What follows belongs to an exercise in optimizing a design on an open flow for small area and few clock cycles per item; a production flow would make more cautious choices.
At most, simulation tests tie the RTL to the original design; equivalence was not proved.

==> flow/design.v (excerpt) <==
module MyDesign (dut_run, dut_busy, reset_b, clk, dut_sram_write_address,
		 dut_sram_write_data, dut_sram_write_enable,
		 dut_sram_read_address,	sram_dut_read_data,
		 dut_wmem_read_address, wmem_dut_read_data);
Settings: LEC_CHECK=0, CAP_MARGIN=20, CORE_MARGIN=2, CORE_UTILIZATION=40, SLEW_MARGIN=20, SYNTH_HIERARCHICAL=1, SYNTH_MINIMUM_KEEP_SIZE=0; clock period 6.0 ns.
standard.sh (not shown) runs the stock make flow with config.mk's settings and CLKGATE_MAP_FILE= SYNTH_SCRIPT=/design/flow/synth_recipe.tcl, a recipe that flattens the netlist after the stock synthesis.
==> flow/flow/run.sh <==
#!/bin/bash
# Layout flow: the standard flow (standard.sh, all ORFS steps) with these
# changes: synthesis maps adders with Yosys's own Brent-Kung carry logic
# instead of ORFS's Kogge-Stone map (SYNTH_OPERATIONS_ARGS set, so the
# -extra-map is not added); the port buffers that global placement puts on
# every input and output use the smallest buffer cell; clock tree synthesis
# uses clkbuf_8 buffers and adds no dummy loads.
set -o pipefail
export SYNTH_OPERATIONS_ARGS="-noshare"
export BUFFER_PORTS_ARGS="-buffer_cell sky130_fd_sc_hd__buf_1"
export CTS_ARGS="-sink_clustering_enable -repair_clock_nets -buf_list sky130_fd_sc_hd__clkbuf_8 -dont_use_dummy_load"
bash standard.sh > standard.log 2>&1
==> next run, changes <==
--- a/flow/design.v
+++ b/flow/design.v
@@ -505,32 +505,19 @@
   wire t261, t262;
   mpnn_ha u_t261 (.a(k_18), .b(acc_in[18]), .s(t261), .co(t262));
   wire t263, t264;
   mpnn_ha u_t263 (.a(k_19), .b(acc_in[19]), .s(t263), .co(t264));
   wire t265, t266;
   mpnn_ha u_t265 (.a(k_20), .b(acc_in[20]), .s(t265), .co(t266));
   wire t267, t268;
   mpnn_ha u_t267 (.a(k_21), .b(acc_in[21]), .s(t267), .co(t268));
-  wire t269, t270;
-  mpnn_ha u_t269 (.a(acc_in[0]), .b(t225), .s(t269), .co(t270));
-  wire t271, t272;
-  mpnn_fa u_t271 (.a(t226), .b(t227), .c(t270), .s(t271), .co(t272));
-  wire t273, t274;
-  mpnn_fa u_t273 (.a(t228), .b(t229), .c(t272), .s(t273), .co(t274));
-  wire t275, t276;
-  mpnn_fa u_t275 (.a(t230), .b(t231), .c(t274), .s(t275), .co(t276));
-  wire t277, t278;
-  mpnn_fa u_t277 (.a(t232), .b(t233), .c(t276), .s(t277), .co(t278));
-  wire t279, t280;
-  mpnn_fa u_t279 (.a(t234), .b(t235), .c(t278), .s(t279), .co(t280));
-  wire [21:0] row_a = {t266, t264, t262, t260, t258, t256, t254, t252, t250, t248, t246, t244, t242, t240, t238, t236, t279, t277, t275, t273, t271, t269};
-  wire [21:0] row_b = {t267, t265, t263, t261, t259, t257, t255, t253, t251, t249, t247, t245, t243, t241, t239, t237, 1'b0, 1'b0, 1'b0, 1'b0, 1'b0, 1'b0};
-  assign acc_next[21:6] = row_a[21:6] + row_b[21:6] + {15'd0, t280};
-  assign acc_next[5:0] = row_a[5:0];
+  wire [21:0] row_a = {t266, t264, t262, t260, t258, t256, t254, t252, t250, t248, t246, t244, t242, t240, t238, t236, t234, t232, t230, t228, t226, acc_in[0]};
+  wire [21:0] row_b = {t267, t265, t263, t261, t259, t257, t255, t253, t251, t249, t247, t245, t243, t241, t239, t237, t235, t233, t231, t229, t227, t225};
+  assign acc_next = row_a + row_b;
 assign dut_sram_read_address = xa;
 assign dut_wmem_read_address = wa;
 assign dut_sram_write_address = oa;
 assign dut_sram_write_enable = we;
 assign dut_sram_write_data = m8 ? acc[15:0] : m4 ? acc[19:4] : acc[21:6];
 assign dut_busy = (st != IDLE) | we;
 endmodule
 module mpnn_fa (a, b, c, s, co);
Result: Worst setup slack gains 140 ps. Maximum frequency came out higher by 2.4%. Final area drops by 1.4%. Via count came out higher by 1.9%. Non-clock buffer count came out lower by 30. Global-route usage climbs by 0.48 points. Die area climbs by 2.3%. Count of clock-buffer cells in the layout is unchanged. Routed wire length climbs by 1.5%.
Testbench counts after the change, summed over its fixed seeds: cycles 117,674, macs 306,944.
Only the layout flow was run in the first run of this note; the RTL was not checked for function there.

==> port drivers added, routing unchanged <==
The flow's constraints put no driver on any port. The routed layouts listed below were extracted and timed again, unchanged, in two steps.
Step 1 assumes that a clkbuf_16 drives the clock port and a buf_2 every other input.
Step 2 also shifts input and output timing later by t, the mid clock arrival at the registers, as if the neighbouring blocks saw the same clock.
Slacks: ideal / step 1 / step 2; pairs: ideal / step 1.
| run | t, ns | setup slack, ns | slew at the worst register clock pin (ns) | pins driven straight from the clock port |
|---|---|---|---|---|
| the first run | 0.482 | 0.147 / 0.147 / 0.147 | 0.10 / 0.10 | 1 |
| the second run | 0.494 | 0.283 / 0.283 / 0.283 | 0.11 / 0.11 | 1 |
After both steps setup and hold are still met in every run listed.
